This design comes from an exercise in tuning for small area and a short achievable clock period on the open sky130 flow, not from production work. RTL that was checked went through simulation tests only; none was proved equivalent to the original. No functional check of the RTL was part of run 2. Power and IR drop assume default switching activity.

==> flow/design.v, too long to show whole: its modules and the start of the top module <==
// module alu_decode: 53 lines
// module int_alu: 20 lines
// module mul_s1: 984 lines
// module mul_s2: 126 lines
// module mul_fa: 4 lines
// module mul_bsel: 3 lines
// module mul_ha: 4 lines
// module vi_exe: 219 lines
// module res_sel: 3 lines
// module add16bk: 47 lines
module vi_exe(
input		clk_i,
input		rsn_i,
input		kill_i,
input	[31:0]	instr_i,
input	[31:0]	pc_i,
input	[31:0]	data_a_i,
input	[31:0]	data_b_i,
input	[4:0]	write_addr_i,
input		int_write_enable_i,
output	[31:0]	exe_result_o,
output		exe_illegal_o,
output	[4:0]	mult_wr_en_o,
output	[24:0]	mult_addr_o,
output	[31:0]	mult5_data_o,
output	[31:0]	mult5_instr_o,
output	[31:0]	mult5_pc_o);
  // ...
==> flow/flow/run.sh <==
#!/bin/bash
set -euo pipefail
export SETUP_SLACK_MARGIN=6.8
export POST_GLOBAL_PLACE_TCL="$PWD/flow/ports.tcl"
export BUFFER_PORTS_ARGS="-buffer_cell sky130_fd_sc_hd__buf_2"
bash standard.sh > standard.log 2>&1
==> flow/flow/ports.tcl <==
# Run after global placement (POST_GLOBAL_PLACE_TCL): the flow's buffer_ports
# gave every port a buf_2; the input ports' buffers become buf_1 (the
# resizer may size them up again where timing needs it).
foreach inst [get_cells input*] {
  if {[get_property [get_lib_cells -of_objects $inst] name] == "sky130_fd_sc_hd__buf_2"} {
    replace_cell $inst sky130_fd_sc_hd__buf_1
  }
}
==> flow/standard.sh <==
#!/bin/bash
# synth_recipe.tcl (not shown) runs the flow's synth.tcl, then flattens the netlist and writes it again
# the make line also repeats each setting of config.mk as NAME=value (left out here)
make -C /OpenROAD-flow-scripts/flow DESIGN_CONFIG=/design/flow/config.mk WORK_HOME=/design/flow/orfs CLKGATE_MAP_FILE= SYNTH_SCRIPT=/design/flow/synth_recipe.tcl "${@:-finish}"
==> flow/config.mk <==
export PLATFORM = sky130hd
export DESIGN_NAME = vi_exe
export DESIGN_NICKNAME = vi_exe
export VERILOG_FILES = /design/flow/design.v
export SDC_FILE = /design/flow/constraint.sdc
export NUM_CORES = 4
export LEC_CHECK = 0
export CAP_MARGIN = 20
export CORE_MARGIN = 2
export CORE_UTILIZATION = 40
export CTS_BUF_LIST = sky130_fd_sc_hd__clkbuf_8
export CTS_CLUSTER_DIAMETER = 60
export CTS_CLUSTER_SIZE = 20
export SLEW_MARGIN = 20
export SYNTH_HIERARCHICAL = 1
==> flow/constraint.sdc <==
create_clock -name core_clock -period 10.0 [get_ports {clk_i}]
set_input_delay 2.0000 -clock core_clock [delete_from_list [all_inputs] [get_ports {clk_i}]]
set_output_delay 2.0000 -clock core_clock [all_outputs]
set_load 0.01 [all_outputs]
==> metrics.yaml, run 1 <==
maxSlewViolCount: 0
synth_area_leaders: "dfxtp_1, fa_1, xor2_1"
synth_cell_types: 87
synth.mux.area_fraction: 0.04131
path_clk_slew_ns: 0.11
grt_pass1_wl_um: 139400
multi_input_area_share: 0.4466
crit_slowest_cell: "dfxtp_2"
status: "no timing/DRC/antenna violations"
path_buf_inv: 1
ys_async_sr_fraction: 0
hold_class: "reg -> reg"
io_buffer_count: 295
finalHoldViolations: 0
hold_path_end: "mult4_pc[25]"
area_delta_synth_final_pct: 10.13
cts_buffers: 69
ff2ff_path_depth: 7
n_multi_input_combinational_cell: 1853
die_w_um: 302.7
final_cells: 4318
cts_tree: "done"
arrival_ns: 1.23
path_cells: "buf_6"
reg2reg_from: "exe_booth_neg[2]"
syn_area_per_cell_um2: 11.95
clock_buffers: 76
power_switching_uw: 2046
startpoint_type: "flip-flop"
p_comb_frac: 0.183
grt_busiest_layer: "met2"
==> module alu_decode, before the edit <==
module alu_decode(
input	[31:0]	instr_i,
input	[31:0]	pc_i,
input	[31:0]	data_a_i,
input	[31:0]	data_b_i,
output	[31:0]	x_o,
output	[31:0]	y_o,
output		sub_o,		 
output		eq_o,		 
output		sum_o,		 
output		br_o,		 
output		sll_o,		 
output		sys_o,		 
output		mul_o,		 
output		illegal_o);
wire	[6:0]	opcode = instr_i[6:0];
wire	[2:0]	funct3 = instr_i[14:12];
wire	[6:0]	funct7 = instr_i[31:25];
wire is_r    = opcode == 7'b0110011;
wire is_i    = opcode == 7'b0010011;
wire is_ld   = opcode == 7'b0000011;
wire is_st   = opcode == 7'b0100011;
wire is_br   = opcode == 7'b1100011;
wire is_jal  = opcode == 7'b1101111;
wire is_sys  = opcode == 7'b1110011;
wire f3_0    = funct3 == 3'b000;
wire r_add   = is_r & f3_0 & (funct7 == 7'b0000000);
wire r_sub   = is_r & f3_0 & (funct7 == 7'b0100000);
wire r_sll   = is_r & (funct3 == 3'b001) & (funct7 == 7'b0000000);
wire i_add   = is_i & f3_0;
wire	imm_s = ~opcode[6] & opcode[5];
wire	imm_b = opcode[6] & ~opcode[3];
wire	imm_j = opcode[3];
wire	y_rs2 = ~opcode[6] & opcode[5] & opcode[4];
wire	y_inv = y_rs2 & funct7[5];
wire	[31:0]	imm;
assign imm[0]     = imm_s ? instr_i[7] : (imm_b | imm_j) ? 1'b0 : instr_i[20];
assign imm[4:1]   = (imm_s | imm_b) ? instr_i[11:8] : instr_i[24:21];
assign imm[10:5]  = instr_i[30:25];
assign imm[11]    = imm_b ? instr_i[7] : imm_j ? instr_i[20] : instr_i[31];
assign imm[19:12] = imm_j ? instr_i[19:12] : {8{instr_i[31]}};
assign imm[31:20] = {12{instr_i[31]}};
assign x_o = (opcode[6] & ~opcode[4]) ? pc_i : data_a_i;
assign y_o = y_rs2 ? (data_b_i ^ {32{y_inv}}) : imm;
assign sub_o = y_inv;
assign eq_o = data_a_i == data_b_i;
assign sum_o = r_add | r_sub | i_add | is_ld | is_st | is_jal;
assign br_o = is_br;
assign sll_o = r_sll;
assign sys_o = is_sys;
assign mul_o = is_r & (funct7 == 7'b0000001);
assign illegal_o = ~(is_r | i_add | is_ld | is_st | is_br | is_jal | is_sys);
endmodule
==> module int_alu, before the edit <==
module int_alu(
input	[31:0]	x_i,
input	[31:0]	y_i,
input		sub_i,
input		eq_i,
input		sum_i,
input		br_i,
input		sll_i,
input		sys_i,
output	[31:0]	sum_o,		 
output		sel_sum_o,
output	[31:0]	other_o);	 
wire	[32:0]	sum_c = {x_i, 1'b1} + {y_i, sub_i};
assign sum_o = sum_c[32:1];
wire	[31:0]	shl = x_i << y_i[4:0];
assign sel_sum_o = sum_i | (br_i & eq_i);
wire sel_x   = (br_i & ~eq_i) | sys_i;
wire sel_shl = sll_i & ~(|y_i[31:5]);
assign other_o = ({32{sel_x}} & x_i) | ({32{sel_shl}} & shl);
endmodule
==> module mul_s2, before the edit <==
module mul_s2(
input [31:0] ra_n,
input [86:0] rb_n,
output [31:0] x,
output [31:0] y);
wire s1, c2;
mul_ha u_s1 (.a(ra_n[4]), .b(rb_n[4]), .s(s1), .co(c2));
wire s3, c4;
mul_ha u_s3 (.a(ra_n[5]), .b(rb_n[7]), .s(s3), .co(c4));
wire s5, c6;
mul_fa u_s5 (.a(ra_n[6]), .b(rb_n[9]), .c(rb_n[10]), .s(s5), .co(c6));
wire s7, c8;
mul_fa u_s7 (.a(ra_n[7]), .b(rb_n[11]), .c(rb_n[13]), .s(s7), .co(c8));
wire s9, c10;
mul_fa u_s9 (.a(ra_n[8]), .b(rb_n[15]), .c(rb_n[16]), .s(s9), .co(c10));
wire s11, c12;
mul_fa u_s11 (.a(ra_n[9]), .b(rb_n[18]), .c(rb_n[19]), .s(s11), .co(c12));
wire s13, c14;
mul_fa u_s13 (.a(ra_n[10]), .b(rb_n[21]), .c(rb_n[22]), .s(s13), .co(c14));
wire s15, c16;
mul_fa u_s15 (.a(ra_n[11]), .b(rb_n[24]), .c(rb_n[25]), .s(s15), .co(c16));
wire s17, c18;
mul_fa u_s17 (.a(ra_n[12]), .b(rb_n[27]), .c(rb_n[28]), .s(s17), .co(c18));
wire s19, c20;
mul_fa u_s19 (.a(ra_n[13]), .b(rb_n[30]), .c(rb_n[31]), .s(s19), .co(c20));
wire s21, c22;
mul_fa u_s21 (.a(ra_n[14]), .b(rb_n[33]), .c(rb_n[34]), .s(s21), .co(c22));
wire s23, c24;
mul_fa u_s23 (.a(ra_n[15]), .b(rb_n[36]), .c(rb_n[37]), .s(s23), .co(c24));
wire s25, c26;
mul_fa u_s25 (.a(ra_n[16]), .b(rb_n[39]), .c(rb_n[40]), .s(s25), .co(c26));
wire s27, c28;
mul_fa u_s27 (.a(ra_n[17]), .b(rb_n[42]), .c(rb_n[43]), .s(s27), .co(c28));
wire s29, c30;
mul_fa u_s29 (.a(ra_n[18]), .b(rb_n[45]), .c(rb_n[46]), .s(s29), .co(c30));
wire s31, c32;
mul_fa u_s31 (.a(ra_n[19]), .b(rb_n[48]), .c(rb_n[49]), .s(s31), .co(c32));
wire s33, c34;
mul_fa u_s33 (.a(ra_n[20]), .b(rb_n[51]), .c(rb_n[52]), .s(s33), .co(c34));
wire s35, c36;
mul_fa u_s35 (.a(ra_n[21]), .b(rb_n[54]), .c(rb_n[55]), .s(s35), .co(c36));
wire s37, c38;
mul_fa u_s37 (.a(ra_n[22]), .b(rb_n[57]), .c(rb_n[58]), .s(s37), .co(c38));
wire s39, c40;
mul_fa u_s39 (.a(ra_n[23]), .b(rb_n[60]), .c(rb_n[61]), .s(s39), .co(c40));
wire s41, c42;
mul_fa u_s41 (.a(ra_n[24]), .b(rb_n[63]), .c(rb_n[64]), .s(s41), .co(c42));
wire s43, c44;
mul_fa u_s43 (.a(ra_n[25]), .b(rb_n[66]), .c(rb_n[67]), .s(s43), .co(c44));
wire s45, c46;
mul_fa u_s45 (.a(ra_n[26]), .b(rb_n[69]), .c(rb_n[70]), .s(s45), .co(c46));
wire s47, c48;
mul_fa u_s47 (.a(ra_n[27]), .b(rb_n[72]), .c(rb_n[73]), .s(s47), .co(c48));
wire s49, c50;
mul_fa u_s49 (.a(ra_n[28]), .b(rb_n[75]), .c(rb_n[76]), .s(s49), .co(c50));
wire s51, c52;
mul_fa u_s51 (.a(ra_n[29]), .b(rb_n[78]), .c(rb_n[79]), .s(s51), .co(c52));
wire s53, c54;
mul_fa u_s53 (.a(ra_n[30]), .b(rb_n[81]), .c(rb_n[82]), .s(s53), .co(c54));
wire s55, c56;
mul_fa u_s55 (.a(ra_n[31]), .b(rb_n[84]), .c(rb_n[85]), .s(s55), .co(c56));
wire s57, c58;
mul_ha u_s57 (.a(ra_n[2]), .b(rb_n[1]), .s(s57), .co(c58));
wire s59, c60;
mul_ha u_s59 (.a(ra_n[3]), .b(rb_n[3]), .s(s59), .co(c60));
wire s61, c62;
mul_fa u_s61 (.a(rb_n[5]), .b(rb_n[6]), .c(s1), .s(s61), .co(c62));
wire s63, c64;
mul_fa u_s63 (.a(rb_n[8]), .b(s3), .c(c2), .s(s63), .co(c64));
wire s65, c66;
mul_fa u_s65 (.a(rb_n[12]), .b(s5), .c(c4), .s(s65), .co(c66));
wire s67, c68;
mul_fa u_s67 (.a(rb_n[14]), .b(s7), .c(c6), .s(s67), .co(c68));
wire s69, c70;
mul_fa u_s69 (.a(rb_n[17]), .b(s9), .c(c8), .s(s69), .co(c70));
wire s71, c72;
mul_fa u_s71 (.a(rb_n[20]), .b(s11), .c(c10), .s(s71), .co(c72));
wire s73, c74;
mul_fa u_s73 (.a(rb_n[23]), .b(s13), .c(c12), .s(s73), .co(c74));
wire s75, c76;
mul_fa u_s75 (.a(rb_n[26]), .b(s15), .c(c14), .s(s75), .co(c76));
wire s77, c78;
mul_fa u_s77 (.a(rb_n[29]), .b(s17), .c(c16), .s(s77), .co(c78));
wire s79, c80;
mul_fa u_s79 (.a(rb_n[32]), .b(s19), .c(c18), .s(s79), .co(c80));
wire s81, c82;
mul_fa u_s81 (.a(rb_n[35]), .b(s21), .c(c20), .s(s81), .co(c82));
wire s83, c84;
mul_fa u_s83 (.a(rb_n[38]), .b(s23), .c(c22), .s(s83), .co(c84));
wire s85, c86;
mul_fa u_s85 (.a(rb_n[41]), .b(s25), .c(c24), .s(s85), .co(c86));
wire s87, c88;
mul_fa u_s87 (.a(rb_n[44]), .b(s27), .c(c26), .s(s87), .co(c88));
wire s89, c90;
mul_fa u_s89 (.a(rb_n[47]), .b(s29), .c(c28), .s(s89), .co(c90));
wire s91, c92;
mul_fa u_s91 (.a(rb_n[50]), .b(s31), .c(c30), .s(s91), .co(c92));
wire s93, c94;
mul_fa u_s93 (.a(rb_n[53]), .b(s33), .c(c32), .s(s93), .co(c94));
wire s95, c96;
mul_fa u_s95 (.a(rb_n[56]), .b(s35), .c(c34), .s(s95), .co(c96));
wire s97, c98;
mul_fa u_s97 (.a(rb_n[59]), .b(s37), .c(c36), .s(s97), .co(c98));
wire s99, c100;
mul_fa u_s99 (.a(rb_n[62]), .b(s39), .c(c38), .s(s99), .co(c100));
wire s101, c102;
mul_fa u_s101 (.a(rb_n[65]), .b(s41), .c(c40), .s(s101), .co(c102));
wire s103, c104;
mul_fa u_s103 (.a(rb_n[68]), .b(s43), .c(c42), .s(s103), .co(c104));
wire s105, c106;
mul_fa u_s105 (.a(rb_n[71]), .b(s45), .c(c44), .s(s105), .co(c106));
wire s107, c108;
mul_fa u_s107 (.a(rb_n[74]), .b(s47), .c(c46), .s(s107), .co(c108));
wire s109, c110;
mul_fa u_s109 (.a(rb_n[77]), .b(s49), .c(c48), .s(s109), .co(c110));
wire s111, c112;
mul_fa u_s111 (.a(rb_n[80]), .b(s51), .c(c50), .s(s111), .co(c112));
wire s113, c114;
mul_fa u_s113 (.a(rb_n[83]), .b(s53), .c(c52), .s(s113), .co(c114));
wire s115, c116;
mul_fa u_s115 (.a(rb_n[86]), .b(s55), .c(c54), .s(s115), .co(c116));
wire [31:0] x_n = {s115, s113, s111, s109, s107, s105, s103, s101, s99, s97, s95, s93, s91, s89, s87, s85, s83, s81, s79, s77, s75, s73, s71, s69, s67, s65, s63, s61, s59, rb_n[2], ra_n[1], ra_n[0]};
wire [31:0] y_n = {c114, c112, c110, c108, c106, c104, c102, c100, c98, c96, c94, c92, c90, c88, c86, c84, c82, c80, c78, c76, c74, c72, c70, c68, c66, c64, c62, c60, c58, s57, 1'b0, rb_n[0]};
assign x = x_n;
assign y = y_n;
endmodule
==> module res_sel, before the edit <==
module res_sel(input sum, input sel, input other, input en, output y);
assign y = ((sum & sel) | other) & en;
endmodule
==> inputs of run 2 (changes only) <==
--- a/flow/design.v
+++ b/flow/design.v
@@ -26,27 +26,26 @@
 wire f3_0    = funct3 == 3'b000;
 wire r_add   = is_r & f3_0 & (funct7 == 7'b0000000);
 wire r_sub   = is_r & f3_0 & (funct7 == 7'b0100000);
 wire r_sll   = is_r & (funct3 == 3'b001) & (funct7 == 7'b0000000);
 wire i_add   = is_i & f3_0;
 wire	imm_s = ~opcode[6] & opcode[5];
 wire	imm_b = opcode[6] & ~opcode[3];
 wire	imm_j = opcode[3];
-wire	y_rs2 = ~opcode[6] & opcode[5] & opcode[4];
-wire	y_inv = y_rs2 & funct7[5];
+wire	y_inv = is_r & funct7[5];
 wire	[31:0]	imm;
 assign imm[0]     = imm_s ? instr_i[7] : (imm_b | imm_j) ? 1'b0 : instr_i[20];
 assign imm[4:1]   = (imm_s | imm_b) ? instr_i[11:8] : instr_i[24:21];
 assign imm[10:5]  = instr_i[30:25];
 assign imm[11]    = imm_b ? instr_i[7] : imm_j ? instr_i[20] : instr_i[31];
 assign imm[19:12] = imm_j ? instr_i[19:12] : {8{instr_i[31]}};
 assign imm[31:20] = {12{instr_i[31]}};
 assign x_o = (opcode[6] & ~opcode[4]) ? pc_i : data_a_i;
-assign y_o = y_rs2 ? (data_b_i ^ {32{y_inv}}) : imm;
+assign y_o = is_r ? (data_b_i ^ {32{y_inv}}) : imm;
 assign sub_o = y_inv;
 assign eq_o = data_a_i == data_b_i;
 assign sum_o = r_add | r_sub | i_add | is_ld | is_st | is_jal;
 assign br_o = is_br;
 assign sll_o = r_sll;
 assign sys_o = is_sys;
 assign mul_o = is_r & (funct7 == 7'b0000001);
 assign illegal_o = ~(is_r | i_add | is_ld | is_st | is_br | is_jal | is_sys);
@@ -58,24 +57,163 @@
 input		eq_i,
 input		sum_i,
 input		br_i,
 input		sll_i,
 input		sys_i,
 output	[31:0]	sum_o,		 
 output		sel_sum_o,
 output	[31:0]	other_o);	 
-wire	[32:0]	sum_c = {x_i, 1'b1} + {y_i, sub_i};
-assign sum_o = sum_c[32:1];
+add32 add32(
+	.x	(x_i),
+	.y	(y_i),
+	.ci	(sub_i),
+	.s	(sum_o)
+);
 wire	[31:0]	shl = x_i << y_i[4:0];
 assign sel_sum_o = sum_i | (br_i & eq_i);
 wire sel_x   = (br_i & ~eq_i) | sys_i;
 wire sel_shl = sll_i & ~(|y_i[31:5]);
 assign other_o = ({32{sel_x}} & x_i) | ({32{sel_shl}} & shl);
 endmodule
+module add32(input [31:0] x, input [31:0] y, input ci, output [31:0] s);
+wire [31:0] g0 = x & y;
+wire [31:0] p0 = x ^ y;
+wire [31:0] G0 = {g0[31:1], g0[0] | (p0[0] & ci)};
+wire g1_1 = G0[1] | (p0[1] & G0[0]);
+wire g1_3 = G0[3] | (p0[3] & G0[2]);
+wire p1_3 = p0[3] & p0[2];
+wire g1_5 = G0[5] | (p0[5] & G0[4]);
+wire p1_5 = p0[5] & p0[4];
+wire g1_7 = G0[7] | (p0[7] & G0[6]);
+wire p1_7 = p0[7] & p0[6];
+wire g1_9 = G0[9] | (p0[9] & G0[8]);
+wire p1_9 = p0[9] & p0[8];
+wire g1_11 = G0[11] | (p0[11] & G0[10]);
+wire p1_11 = p0[11] & p0[10];
+wire g1_13 = G0[13] | (p0[13] & G0[12]);
+wire p1_13 = p0[13] & p0[12];
+wire g1_15 = G0[15] | (p0[15] & G0[14]);
+wire p1_15 = p0[15] & p0[14];
+wire g1_17 = G0[17] | (p0[17] & G0[16]);
+wire p1_17 = p0[17] & p0[16];
+wire g1_19 = G0[19] | (p0[19] & G0[18]);
+wire p1_19 = p0[19] & p0[18];
+wire g1_21 = G0[21] | (p0[21] & G0[20]);
+wire p1_21 = p0[21] & p0[20];
+wire g1_23 = G0[23] | (p0[23] & G0[22]);
+wire p1_23 = p0[23] & p0[22];
+wire g1_25 = G0[25] | (p0[25] & G0[24]);
+wire p1_25 = p0[25] & p0[24];
+wire g1_27 = G0[27] | (p0[27] & G0[26]);
+wire p1_27 = p0[27] & p0[26];
+wire g1_29 = G0[29] | (p0[29] & G0[28]);
+wire p1_29 = p0[29] & p0[28];
+wire g1_31 = G0[31] | (p0[31] & G0[30]);
+wire p1_31 = p0[31] & p0[30];
+wire g2_2 = G0[2] | (p0[2] & g1_1);
+wire g2_3 = g1_3 | (p1_3 & g1_1);
+wire g2_6 = G0[6] | (p0[6] & g1_5);
+wire p2_6 = p0[6] & p1_5;
+wire g2_7 = g1_7 | (p1_7 & g1_5);
+wire p2_7 = p1_7 & p1_5;
+wire g2_10 = G0[10] | (p0[10] & g1_9);
+wire p2_10 = p0[10] & p1_9;
+wire g2_11 = g1_11 | (p1_11 & g1_9);
+wire p2_11 = p1_11 & p1_9;
+wire g2_14 = G0[14] | (p0[14] & g1_13);
+wire p2_14 = p0[14] & p1_13;
+wire g2_15 = g1_15 | (p1_15 & g1_13);
+wire p2_15 = p1_15 & p1_13;
+wire g2_18 = G0[18] | (p0[18] & g1_17);
+wire p2_18 = p0[18] & p1_17;
+wire g2_19 = g1_19 | (p1_19 & g1_17);
+wire p2_19 = p1_19 & p1_17;
+wire g2_22 = G0[22] | (p0[22] & g1_21);
+wire p2_22 = p0[22] & p1_21;
+wire g2_23 = g1_23 | (p1_23 & g1_21);
+wire p2_23 = p1_23 & p1_21;
+wire g2_26 = G0[26] | (p0[26] & g1_25);
+wire p2_26 = p0[26] & p1_25;
+wire g2_27 = g1_27 | (p1_27 & g1_25);
+wire p2_27 = p1_27 & p1_25;
+wire g2_30 = G0[30] | (p0[30] & g1_29);
+wire p2_30 = p0[30] & p1_29;
+wire g2_31 = g1_31 | (p1_31 & g1_29);
+wire p2_31 = p1_31 & p1_29;
+wire g3_4 = G0[4] | (p0[4] & g2_3);
+wire g3_5 = g1_5 | (p1_5 & g2_3);
+wire g3_6 = g2_6 | (p2_6 & g2_3);
+wire g3_7 = g2_7 | (p2_7 & g2_3);
+wire g3_12 = G0[12] | (p0[12] & g2_11);
+wire p3_12 = p0[12] & p2_11;
+wire g3_13 = g1_13 | (p1_13 & g2_11);
+wire p3_13 = p1_13 & p2_11;
+wire g3_14 = g2_14 | (p2_14 & g2_11);
+wire p3_14 = p2_14 & p2_11;
+wire g3_15 = g2_15 | (p2_15 & g2_11);
+wire p3_15 = p2_15 & p2_11;
+wire g3_20 = G0[20] | (p0[20] & g2_19);
+wire p3_20 = p0[20] & p2_19;
+wire g3_21 = g1_21 | (p1_21 & g2_19);
+wire p3_21 = p1_21 & p2_19;
+wire g3_22 = g2_22 | (p2_22 & g2_19);
+wire p3_22 = p2_22 & p2_19;
+wire g3_23 = g2_23 | (p2_23 & g2_19);
+wire p3_23 = p2_23 & p2_19;
+wire g3_28 = G0[28] | (p0[28] & g2_27);
+wire p3_28 = p0[28] & p2_27;
+wire g3_29 = g1_29 | (p1_29 & g2_27);
+wire p3_29 = p1_29 & p2_27;
+wire g3_30 = g2_30 | (p2_30 & g2_27);
+wire p3_30 = p2_30 & p2_27;
+wire g3_31 = g2_31 | (p2_31 & g2_27);
+wire p3_31 = p2_31 & p2_27;
+wire g4_8 = G0[8] | (p0[8] & g3_7);
+wire g4_9 = g1_9 | (p1_9 & g3_7);
+wire g4_10 = g2_10 | (p2_10 & g3_7);
+wire g4_11 = g2_11 | (p2_11 & g3_7);
+wire g4_12 = g3_12 | (p3_12 & g3_7);
+wire g4_13 = g3_13 | (p3_13 & g3_7);
+wire g4_14 = g3_14 | (p3_14 & g3_7);
+wire g4_15 = g3_15 | (p3_15 & g3_7);
+wire g4_24 = G0[24] | (p0[24] & g3_23);
+wire p4_24 = p0[24] & p3_23;
+wire g4_25 = g1_25 | (p1_25 & g3_23);
+wire p4_25 = p1_25 & p3_23;
+wire g4_26 = g2_26 | (p2_26 & g3_23);
+wire p4_26 = p2_26 & p3_23;
+wire g4_27 = g2_27 | (p2_27 & g3_23);
+wire p4_27 = p2_27 & p3_23;
+wire g4_28 = g3_28 | (p3_28 & g3_23);
+wire p4_28 = p3_28 & p3_23;
+wire g4_29 = g3_29 | (p3_29 & g3_23);
+wire p4_29 = p3_29 & p3_23;
+wire g4_30 = g3_30 | (p3_30 & g3_23);
+wire p4_30 = p3_30 & p3_23;
+wire g4_31 = g3_31 | (p3_31 & g3_23);
+wire p4_31 = p3_31 & p3_23;
+wire g5_16 = G0[16] | (p0[16] & g4_15);
+wire g5_17 = g1_17 | (p1_17 & g4_15);
+wire g5_18 = g2_18 | (p2_18 & g4_15);
+wire g5_19 = g2_19 | (p2_19 & g4_15);
+wire g5_20 = g3_20 | (p3_20 & g4_15);
+wire g5_21 = g3_21 | (p3_21 & g4_15);
+wire g5_22 = g3_22 | (p3_22 & g4_15);
+wire g5_23 = g3_23 | (p3_23 & g4_15);
+wire g5_24 = g4_24 | (p4_24 & g4_15);
+wire g5_25 = g4_25 | (p4_25 & g4_15);
+wire g5_26 = g4_26 | (p4_26 & g4_15);
+wire g5_27 = g4_27 | (p4_27 & g4_15);
+wire g5_28 = g4_28 | (p4_28 & g4_15);
+wire g5_29 = g4_29 | (p4_29 & g4_15);
+wire g5_30 = g4_30 | (p4_30 & g4_15);
+wire g5_31 = g4_31 | (p4_31 & g4_15);
+assign s = p0 ^ {g5_30, g5_29, g5_28, g5_27, g5_26, g5_25, g5_24, g5_23, g5_22, g5_21, g5_20, g5_19, g5_18, g5_17, g5_16, g4_15, g4_14, g4_13, g4_12, g4_11, g4_10, g4_9, g4_8, g3_7, g3_6, g3_5, g3_4, g2_3, g2_2, g1_1, G0[0], ci};
+endmodule
 module mul_s1(
 input [31:0] a,
 input [31:0] b,
 input [15:0] bone,
 input [15:0] btwo,
 input [15:0] bneg,
 output [31:0] ra_n,
 output [86:0] rb_n);
@@ -908,55 +1046,55 @@
 mul_fa u_s217 (.a(s1), .b(s81), .c(s83), .s(s217), .co(c218));
 wire s219, c220;
 mul_fa u_s219 (.a(s85), .b(s87), .c(c74), .s(s219), .co(c220));
 wire s221, c222;
 mul_fa u_s221 (.a(c76), .b(c78), .c(c80), .s(s221), .co(c222));
 wire s223, c224;
 mul_fa u_s223 (.a(c2), .b(s89), .c(s91), .s(s223), .co(c224));
 wire s225, c226;
-mul_fa u_s225 (.a(s93), .b(c82), .c(c84), .s(s225), .co(c226));
+mul_fa u_s225 (.a(s93), .b(s95), .c(c82), .s(s225), .co(c226));
 wire s227, c228;
-mul_fa u_s227 (.a(c86), .b(c88), .c(s95), .s(s227), .co(c228));
+mul_fa u_s227 (.a(c84), .b(c86), .c(c88), .s(s227), .co(c228));
 wire s229, c230;
 mul_fa u_s229 (.a(c4), .b(s97), .c(s99), .s(s229), .co(c230));
 wire s231, c232;
-mul_fa u_s231 (.a(s101), .b(c90), .c(c92), .s(s231), .co(c232));
+mul_fa u_s231 (.a(s101), .b(s103), .c(c90), .s(s231), .co(c232));
 wire s233, c234;
-mul_fa u_s233 (.a(c94), .b(s103), .c(c96), .s(s233), .co(c234));
+mul_fa u_s233 (.a(c92), .b(c94), .c(c96), .s(s233), .co(c234));
 wire s235, c236;
 mul_fa u_s235 (.a(c8), .b(s105), .c(s107), .s(s235), .co(c236));
 wire s237, c238;
-mul_fa u_s237 (.a(s109), .b(c98), .c(c100), .s(s237), .co(c238));
+mul_fa u_s237 (.a(s109), .b(s111), .c(c98), .s(s237), .co(c238));
 wire s239, c240;
-mul_fa u_s239 (.a(c102), .b(s111), .c(c104), .s(s239), .co(c240));
+mul_fa u_s239 (.a(c100), .b(c102), .c(c104), .s(s239), .co(c240));
 wire s241, c242;
 mul_fa u_s241 (.a(c12), .b(s113), .c(s115), .s(s241), .co(c242));
 wire s243, c244;
-mul_fa u_s243 (.a(c106), .b(c108), .c(c110), .s(s243), .co(c244));
+mul_fa u_s243 (.a(s117), .b(s119), .c(c106), .s(s243), .co(c244));
 wire s245, c246;
-mul_fa u_s245 (.a(s117), .b(s119), .c(c112), .s(s245), .co(c246));
+mul_fa u_s245 (.a(c108), .b(c110), .c(c112), .s(s245), .co(c246));
 wire s247, c248;
 mul_fa u_s247 (.a(c18), .b(s121), .c(s123), .s(s247), .co(c248));
 wire s249, c250;
-mul_fa u_s249 (.a(c114), .b(c116), .c(s125), .s(s249), .co(c250));
+mul_fa u_s249 (.a(s125), .b(s127), .c(c114), .s(s249), .co(c250));
 wire s251, c252;
-mul_fa u_s251 (.a(s127), .b(c118), .c(c120), .s(s251), .co(c252));
+mul_fa u_s251 (.a(c116), .b(c118), .c(c120), .s(s251), .co(c252));
 wire s253, c254;
 mul_fa u_s253 (.a(c24), .b(s129), .c(s131), .s(s253), .co(c254));
 wire s255, c256;
-mul_fa u_s255 (.a(c122), .b(c124), .c(s133), .s(s255), .co(c256));
+mul_fa u_s255 (.a(s133), .b(s135), .c(c122), .s(s255), .co(c256));
 wire s257, c258;
-mul_fa u_s257 (.a(s135), .b(c126), .c(c128), .s(s257), .co(c258));
+mul_fa u_s257 (.a(c124), .b(c126), .c(c128), .s(s257), .co(c258));
 wire s259, c260;
-mul_fa u_s259 (.a(c32), .b(s137), .c(c130), .s(s259), .co(c260));
+mul_fa u_s259 (.a(c32), .b(s137), .c(s139), .s(s259), .co(c260));
 wire s261, c262;
-mul_fa u_s261 (.a(c132), .b(s139), .c(s141), .s(s261), .co(c262));
+mul_fa u_s261 (.a(s141), .b(s143), .c(c130), .s(s261), .co(c262));
 wire s263, c264;
-mul_fa u_s263 (.a(s143), .b(c134), .c(c136), .s(s263), .co(c264));
+mul_fa u_s263 (.a(c132), .b(c134), .c(c136), .s(s263), .co(c264));
 wire s265, c266;
 mul_ha u_s265 (.a(p0_6), .b(p1_4), .s(s265), .co(c266));
 wire s267, c268;
 mul_ha u_s267 (.a(p0_7), .b(p1_5), .s(s267), .co(c268));
 wire s269, c270;
 mul_fa u_s269 (.a(p0_8), .b(p1_6), .c(p2_4), .s(s269), .co(c270));
 wire s271, c272;
 mul_ha u_s271 (.a(p3_2), .b(p4_0), .s(s271), .co(c272));
@@ -984,205 +1122,205 @@
 mul_fa u_s293 (.a(bneg7), .b(s157), .c(s159), .s(s293), .co(c294));
 wire s295, c296;
 mul_fa u_s295 (.a(s161), .b(c154), .c(c156), .s(s295), .co(c296));
 wire s297, c298;
 mul_fa u_s297 (.a(s163), .b(s165), .c(s167), .s(s297), .co(c298));
 wire s299, c300;
 mul_fa u_s299 (.a(c158), .b(c160), .c(c162), .s(s299), .co(c300));
 wire s301, c302;
-mul_fa u_s301 (.a(s169), .b(s171), .c(c164), .s(s301), .co(c302));
+mul_fa u_s301 (.a(s169), .b(s171), .c(s173), .s(s301), .co(c302));
 wire s303, c304;
-mul_fa u_s303 (.a(c166), .b(c168), .c(s173), .s(s303), .co(c304));
+mul_fa u_s303 (.a(c164), .b(c166), .c(c168), .s(s303), .co(c304));
 wire s305, c306;
-mul_fa u_s305 (.a(s175), .b(s177), .c(c170), .s(s305), .co(c306));
+mul_fa u_s305 (.a(s175), .b(s177), .c(s179), .s(s305), .co(c306));
 wire s307, c308;
-mul_fa u_s307 (.a(c172), .b(s179), .c(c174), .s(s307), .co(c308));
+mul_fa u_s307 (.a(c170), .b(c172), .c(c174), .s(s307), .co(c308));
 wire s309, c310;
-mul_fa u_s309 (.a(s181), .b(s183), .c(c176), .s(s309), .co(c310));
+mul_fa u_s309 (.a(s181), .b(s183), .c(s185), .s(s309), .co(c310));
 wire s311, c312;
-mul_fa u_s311 (.a(c178), .b(s185), .c(c180), .s(s311), .co(c312));
+mul_fa u_s311 (.a(c176), .b(c178), .c(c180), .s(s311), .co(c312));
 wire s313, c314;
-mul_fa u_s313 (.a(s187), .b(c182), .c(c184), .s(s313), .co(c314));
+mul_fa u_s313 (.a(s187), .b(s189), .c(s191), .s(s313), .co(c314));
 wire s315, c316;
-mul_fa u_s315 (.a(s189), .b(s191), .c(c186), .s(s315), .co(c316));
+mul_fa u_s315 (.a(c182), .b(c184), .c(c186), .s(s315), .co(c316));
 wire s317, c318;
-mul_fa u_s317 (.a(s193), .b(c188), .c(s195), .s(s317), .co(c318));
+mul_fa u_s317 (.a(s193), .b(s195), .c(s197), .s(s317), .co(c318));
 wire s319, c320;
-mul_fa u_s319 (.a(s197), .b(c190), .c(c192), .s(s319), .co(c320));
+mul_fa u_s319 (.a(c188), .b(c190), .c(c192), .s(s319), .co(c320));
 wire s321, c322;
-mul_fa u_s321 (.a(s199), .b(c194), .c(s201), .s(s321), .co(c322));
+mul_fa u_s321 (.a(s199), .b(s201), .c(s203), .s(s321), .co(c322));
 wire s323, c324;
-mul_fa u_s323 (.a(s203), .b(c196), .c(c198), .s(s323), .co(c324));
+mul_fa u_s323 (.a(c194), .b(c196), .c(c198), .s(s323), .co(c324));
 wire s325, c326;
-mul_fa u_s325 (.a(c200), .b(s205), .c(s207), .s(s325), .co(c326));
+mul_fa u_s325 (.a(s205), .b(s207), .c(s209), .s(s325), .co(c326));
 wire s327, c328;
-mul_fa u_s327 (.a(s209), .b(c202), .c(c204), .s(s327), .co(c328));
+mul_fa u_s327 (.a(c200), .b(c202), .c(c204), .s(s327), .co(c328));
 wire s329, c330;
 mul_fa u_s329 (.a(s211), .b(s213), .c(s215), .s(s329), .co(c330));
 wire s331, c332;
 mul_fa u_s331 (.a(c206), .b(c208), .c(c210), .s(s331), .co(c332));
 wire s333, c334;
 mul_fa u_s333 (.a(s217), .b(s219), .c(s221), .s(s333), .co(c334));
 wire s335, c336;
 mul_fa u_s335 (.a(c212), .b(c214), .c(c216), .s(s335), .co(c336));
 wire s337, c338;
-mul_fa u_s337 (.a(s223), .b(s225), .c(c218), .s(s337), .co(c338));
+mul_fa u_s337 (.a(s223), .b(s225), .c(s227), .s(s337), .co(c338));
 wire s339, c340;
-mul_fa u_s339 (.a(c220), .b(c222), .c(s227), .s(s339), .co(c340));
+mul_fa u_s339 (.a(c218), .b(c220), .c(c222), .s(s339), .co(c340));
 wire s341, c342;
-mul_fa u_s341 (.a(s229), .b(s231), .c(c224), .s(s341), .co(c342));
+mul_fa u_s341 (.a(s229), .b(s231), .c(s233), .s(s341), .co(c342));
 wire s343, c344;
-mul_fa u_s343 (.a(c226), .b(s233), .c(c228), .s(s343), .co(c344));
+mul_fa u_s343 (.a(c224), .b(c226), .c(c228), .s(s343), .co(c344));
 wire s345, c346;
-mul_fa u_s345 (.a(s235), .b(s237), .c(c230), .s(s345), .co(c346));
+mul_fa u_s345 (.a(s235), .b(s237), .c(s239), .s(s345), .co(c346));
 wire s347, c348;
-mul_fa u_s347 (.a(c232), .b(s239), .c(c234), .s(s347), .co(c348));
+mul_fa u_s347 (.a(c230), .b(c232), .c(c234), .s(s347), .co(c348));
 wire s349, c350;
-mul_fa u_s349 (.a(s241), .b(s243), .c(c236), .s(s349), .co(c350));
+mul_fa u_s349 (.a(s241), .b(s243), .c(s245), .s(s349), .co(c350));
 wire s351, c352;
-mul_fa u_s351 (.a(c238), .b(s245), .c(c240), .s(s351), .co(c352));
+mul_fa u_s351 (.a(c236), .b(c238), .c(c240), .s(s351), .co(c352));
 wire s353, c354;
-mul_fa u_s353 (.a(s247), .b(c242), .c(c244), .s(s353), .co(c354));
+mul_fa u_s353 (.a(s247), .b(s249), .c(s251), .s(s353), .co(c354));
 wire s355, c356;
-mul_fa u_s355 (.a(s249), .b(s251), .c(c246), .s(s355), .co(c356));
+mul_fa u_s355 (.a(c242), .b(c244), .c(c246), .s(s355), .co(c356));
 wire s357, c358;
-mul_fa u_s357 (.a(s253), .b(c248), .c(s255), .s(s357), .co(c358));
+mul_fa u_s357 (.a(s253), .b(s255), .c(s257), .s(s357), .co(c358));
 wire s359, c360;
-mul_fa u_s359 (.a(s257), .b(c250), .c(c252), .s(s359), .co(c360));
+mul_fa u_s359 (.a(c248), .b(c250), .c(c252), .s(s359), .co(c360));
 wire s361, c362;
-mul_fa u_s361 (.a(s259), .b(c254), .c(s261), .s(s361), .co(c362));
+mul_fa u_s361 (.a(s259), .b(s261), .c(s263), .s(s361), .co(c362));
 wire s363, c364;
-mul_fa u_s363 (.a(s263), .b(c256), .c(c258), .s(s363), .co(c364));
-assign ra_n = {s361, s357, s353, s349, s345, s341, s337, s333, s329, s325, s321, s317, s313, s309, s305, s301, s297, s293, s289, s285, s281, s277, s273, bneg4, p2_3, p2_2, p0_5, p0_4, p0_3, p0_2, p0_1, p0_0};
-assign rb_n = {c360, c358, s363, c356, c354, s359, c352, c350, s355, c348, c346, s351, c344, c342, s347, c340, c338, s343, c336, c334, s339, c332, c330, s335, c328, c326, s331, c324, c322, s327, c320, c318, s323, c316, c314, s319, c312, c310, s315, c308, c306, s311, c304, c302, s307, c300, c298, s303, c296, c294, s299, c292, c290, s295, c288, c286, s291, c284, c282, s287, c280, c278, s283, c276, c274, s279, c272, c270, s275, c268, s271, s269, c266, s267, s265, p3_1, bneg3, p3_0, p2_1, p1_3, bneg2, p2_0, p1_2, p1_1, bneg1, p1_0, bneg0};
+mul_fa u_s363 (.a(c254), .b(c256), .c(c258), .s(s363), .co(c364));
+assign ra_n = {s277, s275, s273, c272, c270, s271, s269, c268, bneg4, s267, p3_1, p2_3, c266, s265, p3_0, p2_2, bneg3, p2_1, p1_3, p0_5, p2_0, p1_2, p0_4, bneg2, p1_1, p0_3, p1_0, p0_2, bneg1, p0_1, p0_0, bneg0};
+assign rb_n = {c360, c358, s363, s361, c356, c354, s359, s357, c352, c350, s355, s353, c348, c346, s351, s349, c344, c342, s347, s345, c340, c338, s343, s341, c336, c334, s339, s337, c332, c330, s335, s333, c328, c326, s331, s329, c324, c322, s327, s325, c320, c318, s323, s321, c316, c314, s319, s317, c312, c310, s315, s313, c308, c306, s311, s309, c304, c302, s307, s305, c300, c298, s303, s301, c296, c294, s299, s297, c292, c290, s295, s293, c288, c286, s291, s289, c284, c282, s287, s285, c280, c278, s283, s281, c276, c274, s279};
 endmodule
 module mul_s2(
 input [31:0] ra_n,
 input [86:0] rb_n,
 output [31:0] x,
 output [31:0] y);
 wire s1, c2;
-mul_ha u_s1 (.a(ra_n[4]), .b(rb_n[4]), .s(s1), .co(c2));
+mul_ha u_s1 (.a(ra_n[8]), .b(ra_n[9]), .s(s1), .co(c2));
 wire s3, c4;
-mul_ha u_s3 (.a(ra_n[5]), .b(rb_n[7]), .s(s3), .co(c4));
+mul_ha u_s3 (.a(ra_n[12]), .b(ra_n[13]), .s(s3), .co(c4));
 wire s5, c6;
-mul_fa u_s5 (.a(ra_n[6]), .b(rb_n[9]), .c(rb_n[10]), .s(s5), .co(c6));
+mul_fa u_s5 (.a(ra_n[15]), .b(ra_n[16]), .c(ra_n[17]), .s(s5), .co(c6));
 wire s7, c8;
-mul_fa u_s7 (.a(ra_n[7]), .b(rb_n[11]), .c(rb_n[13]), .s(s7), .co(c8));
+mul_fa u_s7 (.a(ra_n[19]), .b(ra_n[20]), .c(ra_n[21]), .s(s7), .co(c8));
 wire s9, c10;
-mul_fa u_s9 (.a(ra_n[8]), .b(rb_n[15]), .c(rb_n[16]), .s(s9), .co(c10));
+mul_fa u_s9 (.a(ra_n[23]), .b(ra_n[24]), .c(ra_n[25]), .s(s9), .co(c10));
 wire s11, c12;
-mul_fa u_s11 (.a(ra_n[9]), .b(rb_n[18]), .c(rb_n[19]), .s(s11), .co(c12));
+mul_fa u_s11 (.a(ra_n[27]), .b(ra_n[28]), .c(ra_n[29]), .s(s11), .co(c12));
 wire s13, c14;
-mul_fa u_s13 (.a(ra_n[10]), .b(rb_n[21]), .c(rb_n[22]), .s(s13), .co(c14));
+mul_fa u_s13 (.a(ra_n[31]), .b(rb_n[0]), .c(rb_n[1]), .s(s13), .co(c14));
 wire s15, c16;
-mul_fa u_s15 (.a(ra_n[11]), .b(rb_n[24]), .c(rb_n[25]), .s(s15), .co(c16));
+mul_fa u_s15 (.a(rb_n[3]), .b(rb_n[4]), .c(rb_n[5]), .s(s15), .co(c16));
 wire s17, c18;
-mul_fa u_s17 (.a(ra_n[12]), .b(rb_n[27]), .c(rb_n[28]), .s(s17), .co(c18));
+mul_fa u_s17 (.a(rb_n[7]), .b(rb_n[8]), .c(rb_n[9]), .s(s17), .co(c18));
 wire s19, c20;
-mul_fa u_s19 (.a(ra_n[13]), .b(rb_n[30]), .c(rb_n[31]), .s(s19), .co(c20));
+mul_fa u_s19 (.a(rb_n[11]), .b(rb_n[12]), .c(rb_n[13]), .s(s19), .co(c20));
 wire s21, c22;
-mul_fa u_s21 (.a(ra_n[14]), .b(rb_n[33]), .c(rb_n[34]), .s(s21), .co(c22));
+mul_fa u_s21 (.a(rb_n[15]), .b(rb_n[16]), .c(rb_n[17]), .s(s21), .co(c22));
 wire s23, c24;
-mul_fa u_s23 (.a(ra_n[15]), .b(rb_n[36]), .c(rb_n[37]), .s(s23), .co(c24));
+mul_fa u_s23 (.a(rb_n[19]), .b(rb_n[20]), .c(rb_n[21]), .s(s23), .co(c24));
 wire s25, c26;
-mul_fa u_s25 (.a(ra_n[16]), .b(rb_n[39]), .c(rb_n[40]), .s(s25), .co(c26));
+mul_fa u_s25 (.a(rb_n[23]), .b(rb_n[24]), .c(rb_n[25]), .s(s25), .co(c26));
 wire s27, c28;
-mul_fa u_s27 (.a(ra_n[17]), .b(rb_n[42]), .c(rb_n[43]), .s(s27), .co(c28));
+mul_fa u_s27 (.a(rb_n[27]), .b(rb_n[28]), .c(rb_n[29]), .s(s27), .co(c28));
 wire s29, c30;
-mul_fa u_s29 (.a(ra_n[18]), .b(rb_n[45]), .c(rb_n[46]), .s(s29), .co(c30));
+mul_fa u_s29 (.a(rb_n[31]), .b(rb_n[32]), .c(rb_n[33]), .s(s29), .co(c30));
 wire s31, c32;
-mul_fa u_s31 (.a(ra_n[19]), .b(rb_n[48]), .c(rb_n[49]), .s(s31), .co(c32));
+mul_fa u_s31 (.a(rb_n[35]), .b(rb_n[36]), .c(rb_n[37]), .s(s31), .co(c32));
 wire s33, c34;
-mul_fa u_s33 (.a(ra_n[20]), .b(rb_n[51]), .c(rb_n[52]), .s(s33), .co(c34));
+mul_fa u_s33 (.a(rb_n[39]), .b(rb_n[40]), .c(rb_n[41]), .s(s33), .co(c34));
 wire s35, c36;
-mul_fa u_s35 (.a(ra_n[21]), .b(rb_n[54]), .c(rb_n[55]), .s(s35), .co(c36));
+mul_fa u_s35 (.a(rb_n[43]), .b(rb_n[44]), .c(rb_n[45]), .s(s35), .co(c36));
 wire s37, c38;
-mul_fa u_s37 (.a(ra_n[22]), .b(rb_n[57]), .c(rb_n[58]), .s(s37), .co(c38));
+mul_fa u_s37 (.a(rb_n[47]), .b(rb_n[48]), .c(rb_n[49]), .s(s37), .co(c38));
 wire s39, c40;
-mul_fa u_s39 (.a(ra_n[23]), .b(rb_n[60]), .c(rb_n[61]), .s(s39), .co(c40));
+mul_fa u_s39 (.a(rb_n[51]), .b(rb_n[52]), .c(rb_n[53]), .s(s39), .co(c40));
 wire s41, c42;
-mul_fa u_s41 (.a(ra_n[24]), .b(rb_n[63]), .c(rb_n[64]), .s(s41), .co(c42));
+mul_fa u_s41 (.a(rb_n[55]), .b(rb_n[56]), .c(rb_n[57]), .s(s41), .co(c42));
 wire s43, c44;
-mul_fa u_s43 (.a(ra_n[25]), .b(rb_n[66]), .c(rb_n[67]), .s(s43), .co(c44));
+mul_fa u_s43 (.a(rb_n[59]), .b(rb_n[60]), .c(rb_n[61]), .s(s43), .co(c44));
 wire s45, c46;
-mul_fa u_s45 (.a(ra_n[26]), .b(rb_n[69]), .c(rb_n[70]), .s(s45), .co(c46));
+mul_fa u_s45 (.a(rb_n[63]), .b(rb_n[64]), .c(rb_n[65]), .s(s45), .co(c46));
 wire s47, c48;
-mul_fa u_s47 (.a(ra_n[27]), .b(rb_n[72]), .c(rb_n[73]), .s(s47), .co(c48));
+mul_fa u_s47 (.a(rb_n[67]), .b(rb_n[68]), .c(rb_n[69]), .s(s47), .co(c48));
 wire s49, c50;
-mul_fa u_s49 (.a(ra_n[28]), .b(rb_n[75]), .c(rb_n[76]), .s(s49), .co(c50));
+mul_fa u_s49 (.a(rb_n[71]), .b(rb_n[72]), .c(rb_n[73]), .s(s49), .co(c50));
 wire s51, c52;
-mul_fa u_s51 (.a(ra_n[29]), .b(rb_n[78]), .c(rb_n[79]), .s(s51), .co(c52));
+mul_fa u_s51 (.a(rb_n[75]), .b(rb_n[76]), .c(rb_n[77]), .s(s51), .co(c52));
 wire s53, c54;
-mul_fa u_s53 (.a(ra_n[30]), .b(rb_n[81]), .c(rb_n[82]), .s(s53), .co(c54));
+mul_fa u_s53 (.a(rb_n[79]), .b(rb_n[80]), .c(rb_n[81]), .s(s53), .co(c54));
 wire s55, c56;
-mul_fa u_s55 (.a(ra_n[31]), .b(rb_n[84]), .c(rb_n[85]), .s(s55), .co(c56));
+mul_fa u_s55 (.a(rb_n[83]), .b(rb_n[84]), .c(rb_n[85]), .s(s55), .co(c56));
 wire s57, c58;
-mul_ha u_s57 (.a(ra_n[2]), .b(rb_n[1]), .s(s57), .co(c58));
+mul_ha u_s57 (.a(ra_n[3]), .b(ra_n[4]), .s(s57), .co(c58));
 wire s59, c60;
-mul_ha u_s59 (.a(ra_n[3]), .b(rb_n[3]), .s(s59), .co(c60));
+mul_ha u_s59 (.a(ra_n[6]), .b(ra_n[7]), .s(s59), .co(c60));
 wire s61, c62;
-mul_fa u_s61 (.a(rb_n[5]), .b(rb_n[6]), .c(s1), .s(s61), .co(c62));
+mul_fa u_s61 (.a(ra_n[10]), .b(ra_n[11]), .c(s1), .s(s61), .co(c62));
 wire s63, c64;
-mul_fa u_s63 (.a(rb_n[8]), .b(s3), .c(c2), .s(s63), .co(c64));
+mul_fa u_s63 (.a(ra_n[14]), .b(s3), .c(c2), .s(s63), .co(c64));
 wire s65, c66;
-mul_fa u_s65 (.a(rb_n[12]), .b(s5), .c(c4), .s(s65), .co(c66));
+mul_fa u_s65 (.a(ra_n[18]), .b(s5), .c(c4), .s(s65), .co(c66));
 wire s67, c68;
-mul_fa u_s67 (.a(rb_n[14]), .b(s7), .c(c6), .s(s67), .co(c68));
+mul_fa u_s67 (.a(ra_n[22]), .b(s7), .c(c6), .s(s67), .co(c68));
 wire s69, c70;
-mul_fa u_s69 (.a(rb_n[17]), .b(s9), .c(c8), .s(s69), .co(c70));
+mul_fa u_s69 (.a(ra_n[26]), .b(s9), .c(c8), .s(s69), .co(c70));
 wire s71, c72;
-mul_fa u_s71 (.a(rb_n[20]), .b(s11), .c(c10), .s(s71), .co(c72));
+mul_fa u_s71 (.a(ra_n[30]), .b(s11), .c(c10), .s(s71), .co(c72));
 wire s73, c74;
-mul_fa u_s73 (.a(rb_n[23]), .b(s13), .c(c12), .s(s73), .co(c74));
+mul_fa u_s73 (.a(rb_n[2]), .b(s13), .c(c12), .s(s73), .co(c74));
 wire s75, c76;
-mul_fa u_s75 (.a(rb_n[26]), .b(s15), .c(c14), .s(s75), .co(c76));
+mul_fa u_s75 (.a(rb_n[6]), .b(s15), .c(c14), .s(s75), .co(c76));
 wire s77, c78;
-mul_fa u_s77 (.a(rb_n[29]), .b(s17), .c(c16), .s(s77), .co(c78));
+mul_fa u_s77 (.a(rb_n[10]), .b(s17), .c(c16), .s(s77), .co(c78));
 wire s79, c80;
-mul_fa u_s79 (.a(rb_n[32]), .b(s19), .c(c18), .s(s79), .co(c80));
+mul_fa u_s79 (.a(rb_n[14]), .b(s19), .c(c18), .s(s79), .co(c80));
 wire s81, c82;
-mul_fa u_s81 (.a(rb_n[35]), .b(s21), .c(c20), .s(s81), .co(c82));
+mul_fa u_s81 (.a(rb_n[18]), .b(s21), .c(c20), .s(s81), .co(c82));
 wire s83, c84;
-mul_fa u_s83 (.a(rb_n[38]), .b(s23), .c(c22), .s(s83), .co(c84));
+mul_fa u_s83 (.a(rb_n[22]), .b(s23), .c(c22), .s(s83), .co(c84));
 wire s85, c86;
-mul_fa u_s85 (.a(rb_n[41]), .b(s25), .c(c24), .s(s85), .co(c86));
+mul_fa u_s85 (.a(rb_n[26]), .b(s25), .c(c24), .s(s85), .co(c86));
 wire s87, c88;
-mul_fa u_s87 (.a(rb_n[44]), .b(s27), .c(c26), .s(s87), .co(c88));
+mul_fa u_s87 (.a(rb_n[30]), .b(s27), .c(c26), .s(s87), .co(c88));
 wire s89, c90;
-mul_fa u_s89 (.a(rb_n[47]), .b(s29), .c(c28), .s(s89), .co(c90));
+mul_fa u_s89 (.a(rb_n[34]), .b(s29), .c(c28), .s(s89), .co(c90));
 wire s91, c92;
-mul_fa u_s91 (.a(rb_n[50]), .b(s31), .c(c30), .s(s91), .co(c92));
+mul_fa u_s91 (.a(rb_n[38]), .b(s31), .c(c30), .s(s91), .co(c92));
 wire s93, c94;
-mul_fa u_s93 (.a(rb_n[53]), .b(s33), .c(c32), .s(s93), .co(c94));
+mul_fa u_s93 (.a(rb_n[42]), .b(s33), .c(c32), .s(s93), .co(c94));
 wire s95, c96;
-mul_fa u_s95 (.a(rb_n[56]), .b(s35), .c(c34), .s(s95), .co(c96));
+mul_fa u_s95 (.a(rb_n[46]), .b(s35), .c(c34), .s(s95), .co(c96));
 wire s97, c98;
-mul_fa u_s97 (.a(rb_n[59]), .b(s37), .c(c36), .s(s97), .co(c98));
+mul_fa u_s97 (.a(rb_n[50]), .b(s37), .c(c36), .s(s97), .co(c98));
 wire s99, c100;
-mul_fa u_s99 (.a(rb_n[62]), .b(s39), .c(c38), .s(s99), .co(c100));
+mul_fa u_s99 (.a(rb_n[54]), .b(s39), .c(c38), .s(s99), .co(c100));
 wire s101, c102;
-mul_fa u_s101 (.a(rb_n[65]), .b(s41), .c(c40), .s(s101), .co(c102));
+mul_fa u_s101 (.a(rb_n[58]), .b(s41), .c(c40), .s(s101), .co(c102));
 wire s103, c104;
-mul_fa u_s103 (.a(rb_n[68]), .b(s43), .c(c42), .s(s103), .co(c104));
+mul_fa u_s103 (.a(rb_n[62]), .b(s43), .c(c42), .s(s103), .co(c104));
 wire s105, c106;
-mul_fa u_s105 (.a(rb_n[71]), .b(s45), .c(c44), .s(s105), .co(c106));
+mul_fa u_s105 (.a(rb_n[66]), .b(s45), .c(c44), .s(s105), .co(c106));
 wire s107, c108;
-mul_fa u_s107 (.a(rb_n[74]), .b(s47), .c(c46), .s(s107), .co(c108));
+mul_fa u_s107 (.a(rb_n[70]), .b(s47), .c(c46), .s(s107), .co(c108));
 wire s109, c110;
-mul_fa u_s109 (.a(rb_n[77]), .b(s49), .c(c48), .s(s109), .co(c110));
+mul_fa u_s109 (.a(rb_n[74]), .b(s49), .c(c48), .s(s109), .co(c110));
 wire s111, c112;
-mul_fa u_s111 (.a(rb_n[80]), .b(s51), .c(c50), .s(s111), .co(c112));
+mul_fa u_s111 (.a(rb_n[78]), .b(s51), .c(c50), .s(s111), .co(c112));
 wire s113, c114;
-mul_fa u_s113 (.a(rb_n[83]), .b(s53), .c(c52), .s(s113), .co(c114));
+mul_fa u_s113 (.a(rb_n[82]), .b(s53), .c(c52), .s(s113), .co(c114));
 wire s115, c116;
 mul_fa u_s115 (.a(rb_n[86]), .b(s55), .c(c54), .s(s115), .co(c116));
-wire [31:0] x_n = {s115, s113, s111, s109, s107, s105, s103, s101, s99, s97, s95, s93, s91, s89, s87, s85, s83, s81, s79, s77, s75, s73, s71, s69, s67, s65, s63, s61, s59, rb_n[2], ra_n[1], ra_n[0]};
-wire [31:0] y_n = {c114, c112, c110, c108, c106, c104, c102, c100, c98, c96, c94, c92, c90, c88, c86, c84, c82, c80, c78, c76, c74, c72, c70, c68, c66, c64, c62, c60, c58, s57, 1'b0, rb_n[0]};
+wire [31:0] x_n = {s115, s113, s111, s109, s107, s105, s103, s101, s99, s97, s95, s93, s91, s89, s87, s85, s83, s81, s79, s77, s75, s73, s71, s69, s67, s65, s63, s61, s59, ra_n[5], ra_n[2], ra_n[0]};
+wire [31:0] y_n = {c114, c112, c110, c108, c106, c104, c102, c100, c98, c96, c94, c92, c90, c88, c86, c84, c82, c80, c78, c76, c74, c72, c70, c68, c66, c64, c62, c60, c58, s57, 1'b0, ra_n[1]};
 assign x = x_n;
 assign y = y_n;
 endmodule
 module mul_fa(input a, input b, input c, output s, output co);
 assign s = a ^ b ^ c;
 assign co = (a & b) | (a & c) | (b & c);
 endmodule
 module mul_bsel(input x0, input x1, input one, input two, output p);
@@ -1296,77 +1434,65 @@
 	.rb_n		(mul_rb)
 );
 wire	[31:0]	exe_result_d;
 wire		en = !clr;
 genvar gi;
 generate
 	for (gi = 0; gi < 32; gi = gi + 1) begin : res_mux
 		res_sel res_sel(.sum(alu_sum[gi]), .sel(alu_sel_sum), .other(alu_other[gi]),
-		                .en(en), .y(exe_result_d[gi]));
+		                .ra(mul_ra[gi]), .mul(exe_mul_we), .en(en), .y(exe_result_d[gi]));
 	end
 endgenerate
 reg	[31:0]	exe_result;
 reg		exe_illegal;
 always @(posedge clk_i)
 begin
 	exe_result <= exe_result_d;
 	exe_illegal <= clr ? 1'b0 : exe_ill;
 end
 assign exe_result_o = exe_result;
 assign exe_illegal_o = exe_illegal;
 reg	[31:0]	mult1_instruction;
 reg	[31:0]	mult1_pc;
 reg	[4:0]	mult1_write_addr;
 reg		mult1_int_write_enable;
 reg		mult1_valid;
-reg		mult1_pk_sel;	 
-reg	[31:0]	mult1_ra;
-reg	[87-1:14]	mult1_rb;
+reg	[87-1:0]	mult1_rb;
 always @(posedge clk_i)
 begin
-	mult1_instruction[24:7] <= exe_instruction[24:7];
-	{mult1_instruction[31:25], mult1_instruction[6:0]} <= exe_mul_we ? mul_rb[13:0] :
-		{exe_instruction[31:25], exe_instruction[6:0]};
+	mult1_instruction <= exe_instruction;
 	mult1_pc <= exe_pc;
 	mult1_write_addr <= exe_write_addr;
 	mult1_int_write_enable <= !clr && exe_mul_we;
-	mult1_pk_sel <= exe_mul_we;
 	mult1_valid <= !clr && exe_valid;
-	mult1_ra <= mul_ra;
-	mult1_rb <= mul_rb[87-1:14];
+	mult1_rb <= mul_rb;
 end
 wire	[31:0]	mul_x, mul_y;
 mul_s2 mul_s2(
-	.ra_n		(mult1_ra),
-	.rb_n		({mult1_rb, mult1_instruction[31:25], mult1_instruction[6:0]}),
+	.ra_n		(exe_result),
+	.rb_n		(mult1_rb),
 	.x		(mul_x),
 	.y		(mul_y)
 );
 wire	[16:0]	mult1_lo = mul_x[15:0] + mul_y[15:0];
 reg	[13:0]	mult2_pk, mult3_pk, mult4_pk;
 reg	[17:0]	mult2_instr_mid, mult3_instr_mid, mult4_instr_mid;
 reg	[1:0]	mult2_data_lo;
 reg	[15:0]	mult2_x_hi, mult2_y_hi;
 reg		mult2_carry;
 reg	[17:0]	mult3_data_hi, mult4_data_hi;
 reg	[31:0]	mult2_pc, mult3_pc, mult4_pc;
 reg	[4:0]	mult2_write_addr, mult3_write_addr, mult4_write_addr;
 reg		mult2_int_write_enable, mult3_int_write_enable, mult4_int_write_enable;
 reg		mult2_valid, mult3_valid, mult4_valid;
-wire	[15:0]	mult2_hi;
-add16bk add16bk(
-	.x	(mult2_x_hi),
-	.y	(mult2_y_hi),
-	.ci	(mult2_carry),
-	.s	(mult2_hi)
-);
+wire	[15:0]	mult2_hi = mult2_x_hi + mult2_y_hi + mult2_carry;
 always @(posedge clk_i)
 begin
-	mult2_pk <= mult1_pk_sel ? mult1_lo[13:0] :
+	mult2_pk <= mult1_int_write_enable ? mult1_lo[13:0] :
 	            {mult1_instruction[31:25], mult1_instruction[6:0]};
 	mult2_instr_mid <= mult1_instruction[24:7];
 	mult2_data_lo <= mult1_lo[15:14];
 	mult2_x_hi <= mul_x[31:16];
 	mult2_y_hi <= mul_y[31:16];
 	mult2_carry <= mult1_lo[16];
 	mult2_pc <= mult1_pc;
 	mult2_write_addr <= mult1_write_addr;
@@ -1406,58 +1532,11 @@
 assign mult_wr_en_o = {mult5_int_write_enable, mult4_int_write_enable, mult3_int_write_enable,
                        mult2_int_write_enable, mult1_int_write_enable};
 assign mult_addr_o = {mult5_write_addr, mult4_write_addr, mult3_write_addr,
                       mult2_write_addr, mult1_write_addr};
 assign mult5_data_o = mult5_int_write_data;
 assign mult5_instr_o = mult5_instruction;
 assign mult5_pc_o = mult5_pc;
 endmodule
-module res_sel(input sum, input sel, input other, input en, output y);
-assign y = ((sum & sel) | other) & en;
-endmodule
-module add16bk(input [15:0] x, input [15:0] y, input ci, output [15:0] s);
-wire [15:0] g0 = x & y;
-wire [15:0] p0 = x ^ y;
-wire [15:0] G0 = {g0[15:1], g0[0] | (p0[0] & ci)};
-wire g1_1 = G0[1] | (p0[1] & G0[0]);
-wire p1_1 = p0[1] & p0[0];
-wire g1_3 = G0[3] | (p0[3] & G0[2]);
-wire p1_3 = p0[3] & p0[2];
-wire g1_5 = G0[5] | (p0[5] & G0[4]);
-wire p1_5 = p0[5] & p0[4];
-wire g1_7 = G0[7] | (p0[7] & G0[6]);
-wire p1_7 = p0[7] & p0[6];
-wire g1_9 = G0[9] | (p0[9] & G0[8]);
-wire p1_9 = p0[9] & p0[8];
-wire g1_11 = G0[11] | (p0[11] & G0[10]);
-wire p1_11 = p0[11] & p0[10];
-wire g1_13 = G0[13] | (p0[13] & G0[12]);
-wire p1_13 = p0[13] & p0[12];
-wire g1_15 = G0[15] | (p0[15] & G0[14]);
-wire p1_15 = p0[15] & p0[14];
-wire g2_3 = g1_3 | (p1_3 & g1_1);
-wire p2_3 = p1_3 & p1_1;
-wire g2_7 = g1_7 | (p1_7 & g1_5);
-wire p2_7 = p1_7 & p1_5;
-wire g2_11 = g1_11 | (p1_11 & g1_9);
-wire p2_11 = p1_11 & p1_9;
-wire g2_15 = g1_15 | (p1_15 & g1_13);
-wire p2_15 = p1_15 & p1_13;
-wire g3_7 = g2_7 | (p2_7 & g2_3);
-wire p3_7 = p2_7 & p2_3;
-wire g3_15 = g2_15 | (p2_15 & g2_11);
-wire p3_15 = p2_15 & p2_11;
-wire g4_15 = g3_15 | (p3_15 & g3_7);
-wire p4_15 = p3_15 & p3_7;
-wire g5_11 = g2_11 | (p2_11 & g3_7);
-wire g6_5 = g1_5 | (p1_5 & g2_3);
-wire g6_9 = g1_9 | (p1_9 & g3_7);
-wire g6_13 = g1_13 | (p1_13 & g5_11);
-wire g7_2 = G0[2] | (p0[2] & g1_1);
-wire g7_4 = G0[4] | (p0[4] & g2_3);
-wire g7_6 = G0[6] | (p0[6] & g6_5);
-wire g7_8 = G0[8] | (p0[8] & g3_7);
-wire g7_10 = G0[10] | (p0[10] & g6_9);
-wire g7_12 = G0[12] | (p0[12] & g5_11);
-wire g7_14 = G0[14] | (p0[14] & g6_13);
-assign s = p0 ^ {g7_14, g6_13, g7_12, g5_11, g7_10, g6_9, g7_8, g3_7, g7_6, g6_5, g7_4, g2_3, g7_2, g1_1, G0[0], ci};
+module res_sel(input sum, input sel, input other, input ra, input mul, input en, output y);
+assign y = ((sum & sel) | other | (ra & mul)) & en;
 endmodule
==> flow/flow/run.sh (replaced) <==
#!/bin/bash
set -euo pipefail
export SETUP_SLACK_MARGIN=6.8
export BUFFER_PORTS_ARGS="-buffer_cell sky130_fd_sc_hd__buf_2"
bash standard.sh > standard.log 2>&1
==> flow/config.mk (replaced) <==
export PLATFORM = sky130hd
export DESIGN_NAME = vi_exe
export DESIGN_NICKNAME = vi_exe
export VERILOG_FILES = /design/flow/design.v
export SDC_FILE = /design/flow/constraint.sdc
export NUM_CORES = 4
export LEC_CHECK = 0
export CAP_MARGIN = 20
export CORE_MARGIN = 2
export CORE_UTILIZATION = 40
export CTS_CLUSTER_DIAMETER = 80
export CTS_CLUSTER_SIZE = 28
export SLEW_MARGIN = 20
export SYNTH_HIERARCHICAL = 1
removed: flow/flow/ports.tcl
==> run 2 against run 1 <==
  * First-iteration DRC count rose by 1.9%
  * Combinational power fell by 7%
  * Total power fell by 3.7%
  * Sequential share of layout area fell by 0.62 points
  * Clock power fell by 3%
  * Via count rose by 1.2%
  * Die area fell by 0.62%
  * Non-clock buffer count rose by 7
  * Critical path type is now reg -> reg
==> metrics.yaml, run 2 <==
period_minus_slack_ns: 3.271
syn_area_per_cell_um2: 12.05  # +0.79%
syn_area_mm2: 0.03545
status: "no timing/DRC/antenna violations"
arrival_ns: 3.78  # +2.55 ns
fmax_mhz: 305.7
clkPwrFrac: 0.298
p_int_uw: 4711
io_buffer_count: 295  # unchanged
finalHoldViolations: 0  # unchanged
gp_congestion: 0.9357
largest_register: "mult1_rb"
startpoint_type: "flip-flop"
grt_util_met1: 0.2813
p_leak_uw: 0.01767
power_switching_uw: 1910  # -6.7%
grt_pass1_wl_um: 143100  # +2.6%
synth_area_leaders: "dfxtp_1, fa_1, xor2_1"
synth-main-ff-cell: "dfxtp_1"
min_period_over_period: 0.3271
cts_tree: "done"
synth_seq_cells: 767
dr.pass1.iters: 5
routed_wl_um: 96750
fin_nets: 3508
peakVddDrop_uv: 148.2
grt_overflow_total: 0
cts.sinks: 767
ys_async_sr_fraction: 0  # unchanged
hold_class: "reg -> reg"
rsz0062_at_grt: "yes"
slew_headroom: 0.2878
layout_common_cells: "dfxtp_1, xor2_1, buf_2"
grt_max_degree: 61
area_delta_synth_final_pct: 9.426
die_w_um: 301.7  # -0.31%
maxSlewViolCount: 0  # unchanged
p_comb_frac: 0.177  # -0.006
wl_per_cell_um: 22.82
rows: 109
grt_busiest_layer: "met2"
fin_util: 0.4404
setup-tns-final_ns: 0
cts_buffers: 43  # -38%
ys_seq_area_frac: 0.4331
path_clk_slew_ns: 0.10  # about the same
yosysWarnings: 7
cap_viol_max_count: 0
synth_cell_types: 94  # +8.0%
## run 2: cell types whose count changed after synthesis, moves of 8 or more
cell,delta
a21oi_1,-38
dfxtp_1,-19
a22o_1,-12
nor2_1,+14
nand2_1,-13
a32o_1,+11
o21ai_0,-12
mux2_2,-8
nand3_1,+8
a221oi_2,+33
## run 2: modules after synthesis (local to each module, per instance)
module / flops+latches / cells
vi_exe: 767 / 1228
mul_fa: 0 / 1
mul_bsel: 0 / 1
mul_s2: 0 / 65
res_sel: 0 / 2
mul_s1: 0 / 455
int_alu: 0 / 251
mul_ha: 0 / 1
add32: 0 / 154
alu_decode: 0 / 214
## run 2: area by class of cell
cell class / instances / area [µm²]
multi-input combinational: 1825 / 17830
sequential: 767 / 15490
timing repair buffer: 376 / 2446
inverter: 35 / 140.1
clock buffer: 45 / 1104
antenna: 6 / 15.01
tap: 1165 / 1458
clock inverter: 21 / 315.3
fill: 8298 / 49310
## run 2: power groups by stage
stage	Clock (µW)	Sequential, µW	Combinational [µW]
3_3_place_gp	0	3550	1110
6_report	1970	3480	1170
5_1_grt	2140	3510	1280
2_1_floorplan	0	3540	882
3_5_place_dp	0	3560	1110
4_1_cts	2040	3490	1150
## run 2: logic make-up after synthesis
family / Yosys count / synth area share
DFF: 767 / 0.4331
AOI/OAI and AO/OA: 554 / 0.1293
and+or+nand+nor: 443 / 0.06504
xor gates and xnor gates: 385 / 0.09532
buffers and inverters: 351 / 0.07086
adders and majority gates: 323 / 0.1604
muxes: 119 / 0.04588
other: 1 / 0.0001058
## run 2: path summary, 6_finish.rpt
path	start	to	slack [ns]	cells past startpoint
worst min register to register	mult2_data_lo[1]	mult3_data_hi[1]	0.33	0
worst min-delay path	mult2_data_lo[1]	mult3_data_hi[1]	0.33	0
worst max register to register	exe_x[11]	exe_result[27]	6.73	13
worst max-delay path	exe_x[11]	exe_result[27]	6.73	13
## run 2: layer usage
metal  vias to the layer above  wire length, µm
met5                         -               51
met2                       917            44240
met1                     11180            41770
met3                       184             7243
li1                      10230                -
met4                         8             3438
## run 2: critical path, stage by stage (launching register included)
cell and delay (ns):
dfxtp_1 0.38, buf_8 0.26, ha_1 0.32, a21oi_1 0.25, o21ai_1 0.14, a221oi_2 0.39, o21ai_2 0.17, a21boi_2 0.23
buf_4 0.15, inv_2 0.03, a41o_1 0.20, xor2_2 0.18, a221oi_2 0.34, nor2b_1 0.08
## run 2: stage by stage
stage	area (µm²)	total power (µW)	instances
6_report	38800	6621	4240
5_1_grt	38790	6931	4239
4_1_cts	38410	6675	4223
3_5_place_dp	36420	4672	4138
3_3_place_gp	36420	4663	4138
2_1_floorplan	35490	4422	2943
## run 2: what timing repair did
| action | in CTS | in global routing |
|---|---|---|
| buffers inserted | 14 | 10 |
| setup endpoints to repair | 89 | 55 |
| pin swaps | 18 | 33 |
| gates resized for setup | 106 | 67 |
| cloned | 5 | 1 |

Check on run 2: ideal ports give 6.729 ns setup slack; a clkbuf_16 on the clock port and buf_2 on the inputs give 6.729 ns; moving port delays by the midpoint clock arrival (0.684 ns) as well gives 6.232 ns.
